Context: an optimization exercise on an open-source flow, tuned for small area. The choices shown serve that exercise and are no tape-out recipe.
Function was checked by simulation only, so behaviour that the tests miss may differ from the original.
No activity file was given, so power comes from the tool's default toggle rates.

### flow/design.v
module coord_list(
    input clk,
    input rst,
    input NE1,
    input NWE,
    input [2:0] ADDR,
    input [7:0] DATA,
    output reg [9:0] xc,
    output reg xn,
    output reg [9:0] yc,
    output reg [1:0] col
);
    wire we = ~NE1 & ~NWE;
    wire [7:0] d = rst ? 8'd0 : DATA;
    wire [1:0] hi = (d[3] | d[2]) ? 2'd3 : d[1:0];
    always @(posedge clk) begin
        if (rst | (we & (ADDR == 3'd2))) xc[7:0] <= d;
        if (rst | (we & (ADDR == 3'd3))) begin
            xc[9:8] <= hi;
            xn <= d[4];
        end
        if (rst | (we & (ADDR == 3'd4))) yc[7:0] <= d;
        if (rst | (we & (ADDR == 3'd5))) yc[9:8] <= hi;
        if (rst | (we & (ADDR == 3'd1))) col <= d[1:0];
    end
endmodule
module driver(
    input clk,
    input rst,
    input NE1,
    input NWE,
    input [2:0] ADDR,
    input [7:0] DATA,
    output r,
    output g,
    output b,
    output h_sync,
    output v_sync
);
    wire [9:0] xc, yc;
    wire xn;
    wire [1:0] col;
    coord_list regs(
        .clk(clk), .rst(rst), .NE1(NE1), .NWE(NWE), .ADDR(ADDR), .DATA(DATA),
        .xc(xc), .xn(xn), .yc(yc), .col(col)
    );
    reg [9:0] hc, vc;
    reg p, m;
    reg [1:0] cc;
    wire [9:0] hc_n, vc_n;
    wire p_n, m_n;
    wire [1:0] cc_n;
    core c(
        .rst(rst), .hc(hc), .vc(vc), .xc(xc), .xn(xn), .yc(yc), .col(col),
        .p(p), .m(m), .cc(cc),
        .hc_n(hc_n), .vc_n(vc_n), .p_n(p_n), .m_n(m_n), .cc_n(cc_n),
        .h_sync(h_sync), .v_sync(v_sync), .r(r), .g(g), .b(b)
    );
    always @(posedge clk) begin
        hc <= hc_n;
        vc <= vc_n;
        p <= p_n;
        m <= m_n;
        cc <= cc_n;
    end
endmodule
module core(
    input rst,
    input [9:0] hc, input [9:0] vc,
    input [9:0] xc, input xn, input [9:0] yc, input [1:0] col,
    input p, input m, input [1:0] cc,
    output [9:0] hc_n, output [9:0] vc_n,
    output p_n, output m_n, output [1:0] cc_n,
    output h_sync, output v_sync,
    output r, output g, output b
);
  wire new_n79, new_n80, new_n81, new_n83, new_n84, new_n85, new_n87,
    new_n88, new_n89, new_n91, new_n92, new_n93, new_n95, new_n96, new_n97,
    new_n98, new_n99, new_n100, new_n102, new_n103, new_n104, new_n105,
    new_n107, new_n108, new_n109, new_n111, new_n112, new_n113, new_n115,
    new_n117, new_n118, new_n119, new_n120, new_n121, new_n122, new_n123,
    new_n125, new_n126, new_n127, new_n129, new_n130, new_n131, new_n133,
    new_n134, new_n135, new_n137, new_n138, new_n139, new_n141, new_n142,
    new_n143, new_n145, new_n146, new_n147, new_n149, new_n150, new_n151,
    new_n153, new_n154, new_n155, new_n156, new_n157, new_n158, new_n160,
    new_n162, new_n163, new_n164, new_n165, new_n166, new_n167, new_n168,
    new_n169, new_n170, new_n171, new_n172, new_n173, new_n174, new_n175,
    new_n176, new_n177, new_n178, new_n179, new_n180, new_n181, new_n182,
    new_n183, new_n184, new_n185, new_n186, new_n187, new_n188, new_n189,
    new_n190, new_n191, new_n192, new_n193, new_n194, new_n195, new_n196,
    new_n197, new_n198, new_n199, new_n200, new_n201, new_n202, new_n203,
    new_n204, new_n205, new_n206, new_n207, new_n208, new_n209, new_n210,
    new_n211, new_n212, new_n213, new_n214, new_n215, new_n216, new_n217,
    new_n218, new_n219, new_n220, new_n221, new_n222, new_n223, new_n224,
    new_n225, new_n226, new_n227, new_n228, new_n229, new_n230, new_n231,
    new_n232, new_n233, new_n234, new_n235, new_n236, new_n237, new_n238,
    new_n239, new_n240, new_n241, new_n242, new_n243, new_n244, new_n245,
    new_n246, new_n247, new_n248, new_n249, new_n250, new_n251, new_n252,
    new_n253, new_n254, new_n255, new_n256, new_n257, new_n258, new_n259,
    new_n260, new_n261, new_n262, new_n263, new_n264, new_n265, new_n266,
    new_n267, new_n268, new_n269, new_n270, new_n271, new_n272, new_n273,
    new_n274, new_n275, new_n276, new_n277, new_n278, new_n279, new_n280,
    new_n281, new_n282, new_n283, new_n284, new_n285, new_n286, new_n287,
    new_n288, new_n289, new_n290, new_n291, new_n292, new_n293, new_n294,
    new_n295, new_n296, new_n297, new_n298, new_n299, new_n300, new_n301,
    new_n302, new_n303, new_n304, new_n305, new_n306, new_n307, new_n308,
    new_n309, new_n310, new_n311, new_n312, new_n313, new_n314, new_n315,
    new_n316, new_n317, new_n318, new_n319, new_n320, new_n321, new_n322,
    new_n323, new_n324, new_n325, new_n326, new_n327, new_n328, new_n329,
    new_n330, new_n331, new_n332, new_n333, new_n334, new_n335, new_n336,
    new_n337, new_n338, new_n339, new_n340, new_n341, new_n342, new_n343,
    new_n344, new_n345, new_n346, new_n347, new_n348, new_n349, new_n350,
    new_n351, new_n352, new_n353, new_n354, new_n355, new_n356, new_n357,
    new_n358, new_n359, new_n360, new_n361, new_n362, new_n363, new_n364,
    new_n365, new_n366, new_n367, new_n368, new_n369, new_n370, new_n371,
    new_n372, new_n373, new_n374, new_n375, new_n376, new_n377, new_n378,
    new_n379, new_n380, new_n381, new_n382, new_n383, new_n384, new_n385,
    new_n386, new_n387, new_n388, new_n389, new_n390, new_n391, new_n392,
    new_n393, new_n394, new_n395, new_n396, new_n397, new_n398, new_n399,
    new_n400, new_n401, new_n402, new_n403, new_n404, new_n405, new_n406,
    new_n407, new_n408, new_n409, new_n410, new_n411, new_n412, new_n413,
    new_n414, new_n415, new_n416, new_n417, new_n418, new_n419, new_n420,
    new_n421, new_n422, new_n423, new_n424, new_n425, new_n426, new_n427,
    new_n428, new_n429, new_n430, new_n431, new_n432, new_n433, new_n434,
    new_n435, new_n436, new_n437, new_n438, new_n439, new_n440, new_n441,
    new_n442, new_n443, new_n444, new_n445, new_n446, new_n447, new_n448,
    new_n449, new_n450, new_n451, new_n452, new_n453, new_n454, new_n455,
    new_n456, new_n457, new_n458, new_n459, new_n460, new_n461, new_n462,
    new_n463, new_n464, new_n465, new_n466, new_n467, new_n468, new_n469,
    new_n470, new_n471, new_n472, new_n473, new_n474, new_n476, new_n477,
    new_n478, new_n479, new_n480, new_n482, new_n485, new_n486, new_n487,
    new_n488, new_n489, new_n490, new_n491, new_n492, new_n494, new_n495,
    new_n496, new_n497, new_n498, new_n499, new_n500, new_n501, new_n502,
    new_n503, new_n504, new_n505, new_n506, new_n510;
  assign hc_n[0] = rst | ~hc[0];
  assign new_n79 = ~hc[0] & ~hc[1];
  assign new_n80 = hc[0] & hc[1];
  assign new_n81 = ~rst & ~new_n80;
  assign hc_n[1] = ~new_n79 & new_n81;
  assign new_n83 = ~hc[2] & ~new_n80;
  assign new_n84 = hc[2] & new_n80;
  assign new_n85 = ~rst & ~new_n84;
  assign hc_n[2] = ~new_n83 & new_n85;
  assign new_n87 = ~hc[3] & ~new_n84;
  assign new_n88 = hc[3] & new_n84;
  assign new_n89 = ~rst & ~new_n88;
  assign hc_n[3] = ~new_n87 & new_n89;
  assign new_n91 = ~hc[4] & ~new_n88;
  assign new_n92 = hc[4] & new_n88;
  assign new_n93 = ~rst & ~new_n92;
  assign hc_n[4] = ~new_n91 & new_n93;
  assign new_n95 = hc[8] & hc[9];
  assign new_n96 = new_n92 & new_n95;
  assign new_n97 = ~rst & ~new_n96;
  assign new_n98 = hc[5] & new_n92;
  assign new_n99 = ~hc[5] & ~new_n92;
  assign new_n100 = ~new_n98 & ~new_n99;
  assign hc_n[5] = new_n97 & new_n100;
  assign new_n102 = ~hc[6] & ~new_n98;
  assign new_n103 = hc[5] & hc[6];
  assign new_n104 = new_n92 & new_n103;
  assign new_n105 = new_n97 & ~new_n104;
  assign hc_n[6] = ~new_n102 & new_n105;
  assign new_n107 = hc[7] & new_n104;
  assign new_n108 = ~hc[7] & ~new_n104;
  assign new_n109 = new_n97 & ~new_n108;
  assign hc_n[7] = ~new_n107 & new_n109;
  assign new_n111 = hc[8] & new_n107;
  assign new_n112 = ~hc[8] & ~new_n107;
  assign new_n113 = new_n97 & ~new_n112;
  assign hc_n[8] = ~new_n111 & new_n113;
  assign new_n115 = ~hc[9] & ~new_n111;
  assign hc_n[9] = new_n97 & ~new_n115;
  assign new_n117 = vc[2] & vc[3];
  assign new_n118 = vc[9] & new_n117;
  assign new_n119 = new_n96 & new_n118;
  assign new_n120 = ~rst & ~new_n119;
  assign new_n121 = vc[0] & new_n96;
  assign new_n122 = ~vc[0] & ~new_n96;
  assign new_n123 = ~new_n121 & ~new_n122;
  assign vc_n[0] = new_n120 & new_n123;
  assign new_n125 = ~vc[1] & ~new_n121;
  assign new_n126 = vc[1] & new_n121;
  assign new_n127 = new_n120 & ~new_n126;
  assign vc_n[1] = ~new_n125 & new_n127;
  assign new_n129 = ~vc[2] & ~new_n126;
  assign new_n130 = vc[2] & new_n126;
  assign new_n131 = new_n120 & ~new_n130;
  assign vc_n[2] = ~new_n129 & new_n131;
  assign new_n133 = ~vc[3] & ~new_n130;
  assign new_n134 = new_n117 & new_n126;
  assign new_n135 = new_n120 & ~new_n134;
  assign vc_n[3] = ~new_n133 & new_n135;
  assign new_n137 = ~vc[4] & ~new_n134;
  assign new_n138 = vc[4] & new_n134;
  assign new_n139 = new_n120 & ~new_n138;
  assign vc_n[4] = ~new_n137 & new_n139;
  assign new_n141 = ~vc[5] & ~new_n138;
  assign new_n142 = vc[5] & new_n138;
  assign new_n143 = new_n120 & ~new_n142;
  assign vc_n[5] = ~new_n141 & new_n143;
  assign new_n145 = vc[6] & new_n142;
  assign new_n146 = ~vc[6] & ~new_n142;
  assign new_n147 = new_n120 & ~new_n146;
  assign vc_n[6] = ~new_n145 & new_n147;
  assign new_n149 = ~vc[7] & ~new_n145;
  assign new_n150 = vc[7] & new_n145;
  assign new_n151 = new_n120 & ~new_n150;
  assign vc_n[7] = ~new_n149 & new_n151;
  assign new_n153 = ~vc[8] & ~new_n150;
  assign new_n154 = vc[5] & vc[6];
  assign new_n155 = vc[7] & vc[8];
  assign new_n156 = new_n154 & new_n155;
  assign new_n157 = new_n138 & new_n156;
  assign new_n158 = new_n120 & ~new_n157;
  assign vc_n[8] = ~new_n153 & new_n158;
  assign new_n160 = ~vc[9] & ~new_n157;
  assign vc_n[9] = new_n120 & ~new_n160;
  assign new_n162 = vc[1] & ~yc[1];
  assign new_n163 = ~vc[1] & yc[1];
  assign new_n164 = ~new_n162 & ~new_n163;
  assign new_n165 = ~vc[0] & yc[0];
  assign new_n166 = vc[8] & ~yc[8];
  assign new_n167 = vc[7] & ~yc[7];
  assign new_n168 = vc[6] & ~yc[6];
  assign new_n169 = ~vc[5] & ~vc[9];
  assign new_n170 = ~yc[5] & ~new_n169;
  assign new_n171 = vc[4] & ~yc[4];
  assign new_n172 = vc[3] & ~vc[9];
  assign new_n173 = ~yc[3] & new_n172;
  assign new_n174 = vc[2] & ~vc[9];
  assign new_n175 = yc[2] & ~new_n174;
  assign new_n176 = ~yc[2] & new_n174;
  assign new_n177 = ~new_n175 & ~new_n176;
  assign new_n178 = ~new_n163 & ~new_n165;
  assign new_n179 = ~new_n162 & ~new_n178;
  assign new_n180 = new_n177 & new_n179;
  assign new_n181 = ~new_n175 & ~new_n180;
  assign new_n182 = yc[3] & ~new_n172;
  assign new_n183 = ~new_n173 & ~new_n182;
  assign new_n184 = new_n181 & new_n183;
  assign new_n185 = ~new_n173 & ~new_n184;
  assign new_n186 = ~vc[4] & yc[4];
  assign new_n187 = ~new_n171 & ~new_n186;
  assign new_n188 = ~new_n185 & new_n187;
  assign new_n189 = ~new_n171 & ~new_n188;
  assign new_n190 = yc[5] & new_n169;
  assign new_n191 = ~new_n170 & ~new_n190;
  assign new_n192 = ~new_n189 & new_n191;
  assign new_n193 = ~new_n170 & ~new_n192;
  assign new_n194 = ~vc[6] & yc[6];
  assign new_n195 = ~new_n168 & ~new_n194;
  assign new_n196 = ~new_n193 & new_n195;
  assign new_n197 = ~new_n168 & ~new_n196;
  assign new_n198 = ~vc[7] & yc[7];
  assign new_n199 = ~new_n167 & ~new_n198;
  assign new_n200 = ~new_n197 & new_n199;
  assign new_n201 = ~new_n167 & ~new_n200;
  assign new_n202 = ~vc[8] & yc[8];
  assign new_n203 = ~new_n166 & ~new_n202;
  assign new_n204 = ~new_n201 & new_n203;
  assign new_n205 = ~new_n166 & ~new_n204;
  assign new_n206 = ~yc[9] & ~new_n205;
  assign new_n207 = ~new_n165 & new_n206;
  assign new_n208 = vc[0] & ~yc[0];
  assign new_n209 = ~new_n206 & ~new_n208;
  assign new_n210 = ~new_n207 & ~new_n209;
  assign new_n211 = new_n164 & new_n210;
  assign new_n212 = ~new_n164 & ~new_n210;
  assign new_n213 = ~new_n211 & ~new_n212;
  assign new_n214 = ~hc[0] & xc[0];
  assign new_n215 = hc[0] & ~xc[0];
  assign new_n216 = ~new_n214 & ~new_n215;
  assign new_n217 = ~hc[8] & hc[9];
  assign new_n218 = ~xc[9] & new_n217;
  assign new_n219 = hc[8] & ~hc[9];
  assign new_n220 = ~xc[8] & new_n219;
  assign new_n221 = hc[7] & ~xc[7];
  assign new_n222 = hc[6] & ~xc[6];
  assign new_n223 = ~hc[5] & ~new_n95;
  assign new_n224 = ~xc[5] & ~new_n223;
  assign new_n225 = hc[4] & ~new_n95;
  assign new_n226 = ~xc[4] & new_n225;
  assign new_n227 = hc[3] & ~xc[3];
  assign new_n228 = ~hc[3] & xc[3];
  assign new_n229 = ~new_n227 & ~new_n228;
  assign new_n230 = ~hc[2] & xc[2];
  assign new_n231 = hc[2] & ~xc[2];
  assign new_n232 = ~hc[1] & xc[1];
  assign new_n233 = hc[1] & ~xc[1];
  assign new_n234 = ~new_n232 & ~new_n233;
  assign new_n235 = new_n214 & new_n234;
  assign new_n236 = ~new_n232 & ~new_n235;
  assign new_n237 = ~new_n231 & ~new_n236;
  assign new_n238 = ~new_n230 & ~new_n237;
  assign new_n239 = new_n229 & new_n238;
  assign new_n240 = ~new_n227 & ~new_n239;
  assign new_n241 = xc[4] & ~new_n225;
  assign new_n242 = ~new_n226 & ~new_n241;
  assign new_n243 = ~new_n240 & new_n242;
  assign new_n244 = ~new_n226 & ~new_n243;
  assign new_n245 = xc[5] & new_n223;
  assign new_n246 = ~new_n224 & ~new_n245;
  assign new_n247 = ~new_n244 & new_n246;
  assign new_n248 = ~new_n224 & ~new_n247;
  assign new_n249 = ~hc[6] & xc[6];
  assign new_n250 = ~new_n222 & ~new_n249;
  assign new_n251 = ~new_n248 & new_n250;
  assign new_n252 = ~new_n222 & ~new_n251;
  assign new_n253 = ~hc[7] & xc[7];
  assign new_n254 = ~new_n221 & ~new_n253;
  assign new_n255 = ~new_n252 & new_n254;
  assign new_n256 = ~new_n221 & ~new_n255;
  assign new_n257 = xc[8] & ~new_n219;
  assign new_n258 = ~new_n220 & ~new_n257;
  assign new_n259 = ~new_n256 & new_n258;
  assign new_n260 = ~new_n220 & ~new_n259;
  assign new_n261 = xc[9] & ~new_n217;
  assign new_n262 = ~new_n218 & ~new_n261;
  assign new_n263 = ~new_n260 & new_n262;
  assign new_n264 = ~new_n218 & ~new_n263;
  assign new_n265 = ~new_n216 & new_n264;
  assign new_n266 = ~new_n214 & ~new_n234;
  assign new_n267 = ~new_n235 & ~new_n266;
  assign new_n268 = new_n265 & new_n267;
  assign new_n269 = ~new_n265 & ~new_n267;
  assign new_n270 = ~new_n268 & ~new_n269;
  assign new_n271 = ~new_n216 & ~new_n270;
  assign new_n272 = new_n216 & new_n234;
  assign new_n273 = new_n264 & ~new_n272;
  assign new_n274 = ~new_n230 & ~new_n231;
  assign new_n275 = new_n236 & ~new_n274;
  assign new_n276 = ~new_n236 & new_n274;
  assign new_n277 = ~new_n275 & ~new_n276;
  assign new_n278 = new_n273 & new_n277;
  assign new_n279 = ~new_n273 & ~new_n277;
  assign new_n280 = ~new_n278 & ~new_n279;
  assign new_n281 = new_n271 & ~new_n280;
  assign new_n282 = ~new_n271 & new_n280;
  assign new_n283 = ~new_n229 & ~new_n238;
  assign new_n284 = ~new_n239 & ~new_n283;
  assign new_n285 = new_n272 & new_n274;
  assign new_n286 = new_n264 & ~new_n285;
  assign new_n287 = new_n284 & new_n286;
  assign new_n288 = ~new_n284 & ~new_n286;
  assign new_n289 = ~new_n287 & ~new_n288;
  assign new_n290 = new_n240 & ~new_n242;
  assign new_n291 = ~new_n243 & ~new_n290;
  assign new_n292 = ~new_n284 & new_n285;
  assign new_n293 = new_n264 & ~new_n292;
  assign new_n294 = new_n291 & new_n293;
  assign new_n295 = ~new_n291 & ~new_n293;
  assign new_n296 = ~new_n294 & ~new_n295;
  assign new_n297 = ~new_n289 & new_n296;
  assign new_n298 = ~new_n282 & new_n297;
  assign new_n299 = ~new_n281 & new_n298;
  assign new_n300 = new_n289 & ~new_n296;
  assign new_n301 = ~new_n281 & new_n300;
  assign new_n302 = ~new_n289 & ~new_n296;
  assign new_n303 = new_n281 & new_n302;
  assign new_n304 = new_n289 & new_n296;
  assign new_n305 = ~new_n272 & new_n304;
  assign new_n306 = ~new_n303 & ~new_n305;
  assign new_n307 = ~new_n301 & new_n306;
  assign new_n308 = ~new_n299 & new_n307;
  assign new_n309 = ~new_n213 & ~new_n308;
  assign new_n310 = new_n213 & new_n308;
  assign new_n311 = ~new_n309 & ~new_n310;
  assign new_n312 = ~new_n177 & ~new_n179;
  assign new_n313 = ~new_n180 & ~new_n312;
  assign new_n314 = ~new_n165 & ~new_n208;
  assign new_n315 = new_n164 & new_n314;
  assign new_n316 = ~new_n206 & ~new_n315;
  assign new_n317 = new_n313 & ~new_n316;
  assign new_n318 = ~new_n313 & new_n316;
  assign new_n319 = ~new_n317 & ~new_n318;
  assign new_n320 = ~new_n281 & new_n302;
  assign new_n321 = new_n285 & new_n304;
  assign new_n322 = ~new_n320 & ~new_n321;
  assign new_n323 = ~new_n298 & new_n322;
  assign new_n324 = new_n319 & ~new_n323;
  assign new_n325 = ~new_n280 & new_n305;
  assign new_n326 = new_n244 & ~new_n246;
  assign new_n327 = ~new_n247 & ~new_n326;
  assign new_n328 = ~new_n291 & new_n292;
  assign new_n329 = new_n264 & ~new_n328;
  assign new_n330 = new_n327 & new_n329;
  assign new_n331 = ~new_n327 & ~new_n329;
  assign new_n332 = ~new_n330 & ~new_n331;
  assign new_n333 = ~new_n285 & new_n304;
  assign new_n334 = ~new_n181 & ~new_n183;
  assign new_n335 = ~new_n184 & ~new_n334;
  assign new_n336 = new_n313 & new_n315;
  assign new_n337 = ~new_n206 & ~new_n336;
  assign new_n338 = new_n335 & new_n337;
  assign new_n339 = ~new_n335 & ~new_n337;
  assign new_n340 = ~new_n338 & ~new_n339;
  assign new_n341 = new_n185 & ~new_n187;
  assign new_n342 = ~new_n188 & ~new_n341;
  assign new_n343 = ~new_n335 & new_n336;
  assign new_n344 = ~new_n206 & ~new_n343;
  assign new_n345 = new_n342 & new_n344;
  assign new_n346 = ~new_n342 & ~new_n344;
  assign new_n347 = ~new_n345 & ~new_n346;
  assign new_n348 = new_n340 & new_n347;
  assign new_n349 = new_n333 & ~new_n348;
  assign new_n350 = ~new_n332 & ~new_n349;
  assign new_n351 = ~new_n325 & new_n350;
  assign new_n352 = new_n320 & ~new_n340;
  assign new_n353 = new_n189 & ~new_n191;
  assign new_n354 = ~new_n192 & ~new_n353;
  assign new_n355 = ~new_n342 & new_n343;
  assign new_n356 = ~new_n206 & ~new_n355;
  assign new_n357 = new_n354 & new_n356;
  assign new_n358 = ~new_n354 & ~new_n356;
  assign new_n359 = ~new_n357 & ~new_n358;
  assign new_n360 = ~new_n333 & ~new_n347;
  assign new_n361 = new_n359 & ~new_n360;
  assign new_n362 = ~new_n352 & ~new_n361;
  assign new_n363 = new_n351 & new_n362;
  assign new_n364 = ~new_n324 & new_n363;
  assign new_n365 = ~new_n319 & new_n323;
  assign new_n366 = ~new_n320 & new_n340;
  assign new_n367 = new_n359 & ~new_n366;
  assign new_n368 = ~new_n333 & ~new_n367;
  assign new_n369 = ~new_n365 & ~new_n368;
  assign new_n370 = new_n364 & new_n369;
  assign new_n371 = ~new_n271 & ~new_n272;
  assign new_n372 = new_n280 & new_n289;
  assign new_n373 = ~new_n371 & new_n372;
  assign new_n374 = ~new_n289 & new_n371;
  assign new_n375 = new_n296 & ~new_n374;
  assign new_n376 = ~new_n373 & new_n375;
  assign new_n377 = new_n282 & new_n300;
  assign new_n378 = ~new_n281 & ~new_n377;
  assign new_n379 = ~new_n376 & new_n378;
  assign new_n380 = ~new_n314 & new_n379;
  assign new_n381 = new_n314 & ~new_n379;
  assign new_n382 = ~new_n380 & ~new_n381;
  assign new_n383 = new_n370 & new_n382;
  assign new_n384 = ~new_n311 & new_n383;
  assign new_n385 = ~new_n336 & new_n348;
  assign new_n386 = new_n332 & new_n385;
  assign new_n387 = ~new_n359 & ~new_n386;
  assign new_n388 = new_n296 & ~new_n385;
  assign new_n389 = ~new_n315 & new_n319;
  assign new_n390 = ~new_n332 & new_n389;
  assign new_n391 = ~new_n388 & ~new_n390;
  assign new_n392 = new_n387 & new_n391;
  assign new_n393 = ~new_n351 & new_n392;
  assign new_n394 = ~new_n213 & ~new_n314;
  assign new_n395 = new_n319 & new_n394;
  assign new_n396 = ~new_n340 & ~new_n395;
  assign new_n397 = ~new_n347 & new_n396;
  assign new_n398 = ~new_n385 & ~new_n397;
  assign new_n399 = new_n289 & new_n398;
  assign new_n400 = ~new_n289 & ~new_n398;
  assign new_n401 = ~new_n399 & ~new_n400;
  assign new_n402 = ~new_n347 & ~new_n396;
  assign new_n403 = ~new_n340 & new_n347;
  assign new_n404 = ~new_n319 & ~new_n394;
  assign new_n405 = new_n403 & new_n404;
  assign new_n406 = ~new_n385 & ~new_n405;
  assign new_n407 = ~new_n402 & new_n406;
  assign new_n408 = new_n280 & ~new_n407;
  assign new_n409 = ~new_n280 & new_n407;
  assign new_n410 = ~new_n408 & ~new_n409;
  assign new_n411 = new_n401 & new_n410;
  assign new_n412 = new_n393 & new_n411;
  assign new_n413 = ~new_n395 & ~new_n404;
  assign new_n414 = new_n402 & ~new_n413;
  assign new_n415 = ~new_n315 & ~new_n394;
  assign new_n416 = new_n403 & ~new_n415;
  assign new_n417 = ~new_n319 & ~new_n415;
  assign new_n418 = new_n348 & ~new_n417;
  assign new_n419 = ~new_n416 & ~new_n418;
  assign new_n420 = ~new_n414 & new_n419;
  assign new_n421 = ~new_n216 & ~new_n420;
  assign new_n422 = new_n216 & new_n420;
  assign new_n423 = ~new_n421 & ~new_n422;
  assign new_n424 = new_n340 & new_n395;
  assign new_n425 = new_n402 & ~new_n424;
  assign new_n426 = new_n403 & new_n413;
  assign new_n427 = ~new_n315 & new_n348;
  assign new_n428 = ~new_n426 & ~new_n427;
  assign new_n429 = ~new_n425 & new_n428;
  assign new_n430 = ~new_n270 & ~new_n429;
  assign new_n431 = new_n270 & new_n429;
  assign new_n432 = ~new_n430 & ~new_n431;
  assign new_n433 = ~new_n423 & ~new_n432;
  assign new_n434 = new_n412 & new_n433;
  assign new_n435 = ~new_n384 & ~new_n434;
  assign new_n436 = new_n260 & ~new_n262;
  assign new_n437 = ~new_n263 & ~new_n436;
  assign new_n438 = new_n256 & ~new_n258;
  assign new_n439 = ~new_n259 & ~new_n438;
  assign new_n440 = new_n252 & ~new_n254;
  assign new_n441 = ~new_n255 & ~new_n440;
  assign new_n442 = new_n248 & ~new_n250;
  assign new_n443 = ~new_n251 & ~new_n442;
  assign new_n444 = ~new_n327 & new_n328;
  assign new_n445 = xn & ~new_n444;
  assign new_n446 = ~new_n443 & ~new_n445;
  assign new_n447 = ~new_n441 & new_n446;
  assign new_n448 = ~new_n439 & new_n447;
  assign new_n449 = ~new_n437 & new_n448;
  assign new_n450 = ~new_n264 & new_n449;
  assign new_n451 = new_n443 & ~new_n444;
  assign new_n452 = new_n441 & new_n451;
  assign new_n453 = new_n439 & new_n452;
  assign new_n454 = new_n437 & new_n453;
  assign new_n455 = ~new_n450 & ~new_n454;
  assign new_n456 = yc[9] & new_n205;
  assign new_n457 = new_n201 & ~new_n203;
  assign new_n458 = ~new_n204 & ~new_n457;
  assign new_n459 = new_n197 & ~new_n199;
  assign new_n460 = ~new_n200 & ~new_n459;
  assign new_n461 = new_n193 & ~new_n195;
  assign new_n462 = ~new_n196 & ~new_n461;
  assign new_n463 = ~new_n354 & new_n355;
  assign new_n464 = new_n462 & ~new_n463;
  assign new_n465 = new_n460 & new_n464;
  assign new_n466 = new_n458 & new_n465;
  assign new_n467 = ~new_n206 & new_n466;
  assign new_n468 = ~new_n456 & new_n467;
  assign new_n469 = ~new_n460 & ~new_n462;
  assign new_n470 = ~new_n458 & new_n469;
  assign new_n471 = new_n206 & new_n470;
  assign new_n472 = ~new_n468 & ~new_n471;
  assign new_n473 = ~rst & ~new_n472;
  assign new_n474 = ~new_n455 & new_n473;
  assign p_n = ~new_n435 & new_n474;
  assign new_n476 = ~hc[7] & ~hc[8];
  assign new_n477 = hc[9] & ~new_n476;
  assign new_n478 = ~rst & ~vc[9];
  assign new_n479 = p & new_n478;
  assign new_n480 = ~new_n156 & new_n479;
  assign m_n = ~new_n477 & new_n480;
  assign new_n482 = ~rst & m;
  assign cc_n[0] = col[0] & new_n482;
  assign cc_n[1] = col[1] & new_n482;
  assign new_n485 = ~hc[1] & ~hc[2];
  assign new_n486 = ~hc[3] & new_n485;
  assign new_n487 = hc[4] & ~new_n486;
  assign new_n488 = ~hc[5] & ~hc[6];
  assign new_n489 = ~new_n487 & new_n488;
  assign new_n490 = new_n103 & new_n487;
  assign new_n491 = hc[7] & new_n217;
  assign new_n492 = ~new_n490 & new_n491;
  assign h_sync = new_n489 | ~new_n492;
  assign new_n494 = ~hc[4] & ~hc[9];
  assign new_n495 = ~vc[0] & new_n494;
  assign new_n496 = new_n476 & new_n488;
  assign new_n497 = new_n495 & new_n496;
  assign new_n498 = new_n486 & new_n497;
  assign new_n499 = vc[1] & ~vc[2];
  assign new_n500 = vc[3] & new_n499;
  assign new_n501 = ~new_n498 & new_n500;
  assign new_n502 = ~vc[1] & new_n117;
  assign new_n503 = new_n498 & new_n502;
  assign new_n504 = ~new_n501 & ~new_n503;
  assign new_n505 = ~vc[4] & ~vc[9];
  assign new_n506 = new_n156 & new_n505;
  assign v_sync = new_n504 | ~new_n506;
  assign r = cc[0] & cc[1];
  assign b = cc[0] & ~cc[1];
  assign new_n510 = ~cc[0] & cc[1];
  assign g = b | new_n510;
endmodule
### flow/flow/run.sh
#!/bin/bash
# Own layout flow: the standard ORFS flow (standard.sh), with these
# changes only:
#  - synthesis is the standard script, but ABC maps with flow/abc.script
#    (area-oriented) and the full-adder extraction step is skipped; the
#    flip-flops are mapped before ABC exactly as in the standard synthesis;
#  - port buffers use the smallest buffer (buf_1);
#  - clock tree synthesis inserts no dummy loads.
set -euo pipefail
W=$PWD
sed "s#log_cmd abc {\*}\$abc_args#log_cmd abc -script $W/flow/abc.script {*}[lrange \$abc_args 2 end]#" \
    "$FLOW_HOME/scripts/synth.tcl" > "$W/synth_mod.tcl"
grep -q "flow/abc.script" "$W/synth_mod.tcl"
sed "s#\$::env(SCRIPTS_DIR)/synth.tcl#$W/synth_mod.tcl#" "$W/synth_recipe.tcl" > "$W/my_synth.tcl"
grep -q "synth_mod.tcl" "$W/my_synth.tcl"
sed "s#SYNTH_SCRIPT=[^ ]*#SYNTH_SCRIPT=$W/my_synth.tcl#" "$W/standard.sh" > "$W/my_standard.sh"
grep -q "my_synth.tcl" "$W/my_standard.sh"
CTS="-sink_clustering_enable -repair_clock_nets -dont_use_dummy_load"
[ -f "$W/flow/cts_args" ] && CTS="$(cat "$W/flow/cts_args")"
bash "$W/my_standard.sh" ADDER_MAP_FILE= \
    "BUFFER_PORTS_ARGS=-buffer_cell sky130_fd_sc_hd__buf_1" \
    "CTS_ARGS=$CTS" \
    finish > "$W/flow_make.log" 2>&1
### flow/flow/abc.script
strash
dch
amap
topo
### flow/standard.sh
#!/bin/bash
# synth_recipe.tcl (not shown) runs the flow's synth.tcl, then flattens the netlist and writes it again
# the make line also repeats each setting of config.mk as NAME=value (left out here)
make -C /OpenROAD-flow-scripts/flow DESIGN_CONFIG=/design/flow/config.mk WORK_HOME=/design/flow/orfs CLKGATE_MAP_FILE= SYNTH_SCRIPT=/design/flow/synth_recipe.tcl "${@:-finish}"
### flow/config.mk
export PLATFORM = sky130hd
export DESIGN_NAME = driver
export DESIGN_NICKNAME = driver
export VERILOG_FILES = /design/flow/design.v
export SDC_FILE = /design/flow/constraint.sdc
export NUM_CORES = 4
export LEC_CHECK = 0
export CAP_MARGIN = 20
export CORE_MARGIN = 2
export CORE_UTILIZATION = 55
export GPL_TIMING_DRIVEN = 0
export PLACE_DENSITY = 0.7
export SLEW_MARGIN = 20
### flow/constraint.sdc
create_clock -name core_clock -period 5.0 [get_ports {clk}]
set_input_delay 1.0000 -clock core_clock [delete_from_list [all_inputs] [get_ports {clk}]]
set_output_delay 1.0000 -clock core_clock [all_outputs]
set_load 0.01 [all_outputs]
==> impl_metrics.toml <==
[outcome]
outcome = "timing/DRC/antenna clean"

[grt]
antenna_found_initial = 0
grt_pass1_wl_um = 9640
grtUsageTotal_pct = 22.5
grt-ovfl-total = 0
grt_max_degree = 17
grt_pass1_vias = 2154

[timing]
finalSetupViolCount = 0
setup-tns-final_ns = 0
rsz0062_at_grt = "no"
post-route-min-period_ns = 4.40
fin_worst_skew_ns = 0.0259
fin_crit_sh_pct = 87.9
fmax_mhz = 227
hold_viol_final = 0
worst_slew_pin_slew_ns = 0.823
maxSlewHeadroom_pct = 44.8
slew_violations = 0

[detailed_routing]
drtIter0Drc = 124
drc_errors = 0
viasPerCell = 5.41
vias = 2625
routed_wl_um = 6000
first_pass_iters = 4
wl_per_cell_um = 12.4
ant_nets = 0

[synth]
synth-async-reset-ratio_pct = 0
syn_area_mm2 = 0.00281
synth-edff-count = 23
synth_top_cell_by_area = "edfxtp_1"
syn-instance-count = 394
synth_seq_cells = 47
synth_ff_type = "dfxtp_1"
ys_types = 31
syn_area_per_cell_um2 = 7.12
yosysTopAreaCellShare_pct = 24.6
yosys_warnings = 2
synth_fp_nets = 409
synthTopCellsByArea = "edfxtp_1 (25%), dfxtp_1 (17%), nor2_1 (13%), a21oi_1 (7.3%), o21ai_0 (7.3%)"
ys_seq_area_share_pct = 41.7

[placed_design]
portBuffers = 19
place_hpwl_um = 4790
gp_congestion = 0.861
dp_cells = 480

[power]
finalPower_w = 0.000872
vdd_ir_drop_max_uv = 178
leakage_nw = 1.05
power.density_mw_per_mm2 = 283

[floorplan]
rows = 25
dieArea_mm2 = 0.00569
die_width_um = 75.4
initial_core_util_pct = 58.2
die_y_um = 75.4
coreArea_mm2 = 0.00482
io_pins = 20

[cells_and_area]
final_common_cell = "nor2_1"
n_antenna_cell = 0
postLayoutCoreUtil_pct = 63.9
final_nets = 435
fill_cells = 464
final_cells = 485
final_cell_mix = "nor2_1 (94), nand2_1 (45), clkinv_1 (44), a21oi_1 (38), o21ai_0 (35)"
area_delta_synth_final_pct = 9.72
drive_above_1_share_pct = 4.07

[setup_path]
crit_family = "compound AO/OA/AOI/OAI gates"
crit_top_cell = "nand2_1"
path_buf_inv = 3
required_ns = 5.23
critPathKind = "reg2reg"
cp_slowest_cell = "dfxtp_1"
end_kind = "register"
crit_fanout = 7
cp_data_arrival_time_ns = 4.63
crit_chain = "clkinv_1 -> o21ai_0 -> nand2_1 -> o21ai_0 -> o22ai_1 -> nand2_1 -> o21ai_0 -> a21o_1 -> nand2_1 -> o21ai_0 -> a21o_1 -> a21oi_1 -> clkinv_1 -> nor2_1 -> nand2_1 -> o21ai_2 -> clkinv_1 -> nand2_1 -> nor2_1 -> a221o_1 -> a2111oi_1 -> a31oi_1 -> nor3_1"
max_stage_delay_ns = 0.39
worstSetupStartpointType = "register"

[clock_network]
h-tree-depth = 2
cts_tree = "built"
cts_root_buf = "clkbuf_8"
insertion_delay_ns = 0.30
clockBufferDepth = 2
ctsResizeCount = 0
cts_hold_buf = 0
cts_buffers = 5
postCtsSetupRepairBufs = 0
clock_sinks = 47
path_clk_slew_ns = 0.09

[min_path]
hp-class = "reg2reg"

[run]
maxCapViolations = 0
## per-stage QoR
| stage | cell area (µm²) | hold WS, ns | setup WS, ns |
|---|---|---|---|
| finish | 3080 | 0.403 | 0.603 |
| global route | 3080 | 0.423 | 0.000580 |
| CTS | 3030 | 0.404 | 0.0854 |
| detailed placement | 2970 | 0.387 | 0.108 |
| global placement | 2960 | 0.380 | 0.184 |
| floorplan | 2810 | 0.370 | 0.834 |
## worst register-to-register path: cells and delay by family, from the launching register on
family,cells,cell delay [ns]
AOI/OAI and AO/OA,12,2.57
and+or+nand+nor,8,0.89
buffers and inverters,3,0.48
DFF,1,0.39
## cells by family (layout without fill, tap and decap cells)
logic type	Yosys count	count (layout)	share of synthesized area [%]
simple gates	179	179	26.5
compound gates	123	123	25.7
flops	47	47	41.7
buf+inv	45	69	6.02
## cell usage after synthesis (5+ instances only)
library cell,n
nor3_1,16
dfxtp_1,24
o21ai_0,41
clkinv_1,45
edfxtp_1,23
a211oi_1,10
nor2_1,96
o22ai_1,6
nor2b_1,6
a21o_1,5
nand2_1,45
a21oi_1,41
nor4_1,5
## where the power goes
group,switching [W],internal [W]
clock network,0.000113,0.0000903
registers,0.0000130,0.000426
logic,0.000152,0.0000779
## flip-flops by register name, indices dropped and copies added (netlist names)
name	flops
hc	10
regs.xc	10
regs.yc	10
vc	10
cc	2
regs.col	2
m	1
p	1
regs.xn	1
## layer usage
layer / track usage [%] / routed length (µm) / vias to the layer above
met5: 0 / 0 / -
met4: 4.68 / 37 / 0
met3: 3.57 / 195 / 5
met2: 36.3 / 2730 / 32
met1: 32.2 / 3040 / 1140
li1: - / - / 1448
## final cells by class
cell class / instances / area (µm²) / share of cell area, %
Timing Repair Buffer: 19 / 71.3 / 2.32
Multi-Input combinational cell: 302 / 1510 / 49.2
Sequential cell: 47 / 1170 / 38.0
Clock buffer: 5 / 68.8 / 2.24
Inverter: 45 / 169 / 5.49
Tap cell: 67 / 83.8 / 2.72
## worst paths after layout
kind            startpoint            end  slack (ns)  cells after the start
max          hc[9]$_DFF_P_      p$_DFF_P_        0.60                     23
min          hc[0]$_DFF_P_  hc[0]$_DFF_P_        0.40                      1
max reg2reg  hc[9]$_DFF_P_      p$_DFF_P_        0.60                     23
min reg2reg  hc[0]$_DFF_P_  hc[0]$_DFF_P_        0.40                      1

[re-timing with driven ports]
In the flow no input, the clock included, has a driving cell. The finished layout below was timed again as built, in two steps. Step 1 (the two cells are an assumption about what drives the block):
set clk [get_ports {clk}]
set_driving_cell -lib_cell sky130_fd_sc_hd__clkbuf_16 $clk
set_driving_cell -lib_cell sky130_fd_sc_hd__buf_2 [delete_from_list [all_inputs] $clk]
Step 2 times the ports against the registers' clock, not the clock port: input delays grow and output delays shrink by t, the midpoint of the rising clock arrivals with the driver on. Three values: ideal, step 1, step 2; two values: the first two.
t, ns: 0.316
setup WS [ns]: 0.603 / 0.603 / 0.603
hold WS [ns]: 0.403 / 0.403 / 0.403
latest minus earliest clock arrival (ns): 0.027 / 0.026
After both steps this run still meets setup and hold. For this run, drivers alone change the setup slack by 0.000 ns; drivers and shift together by 0.000 ns.
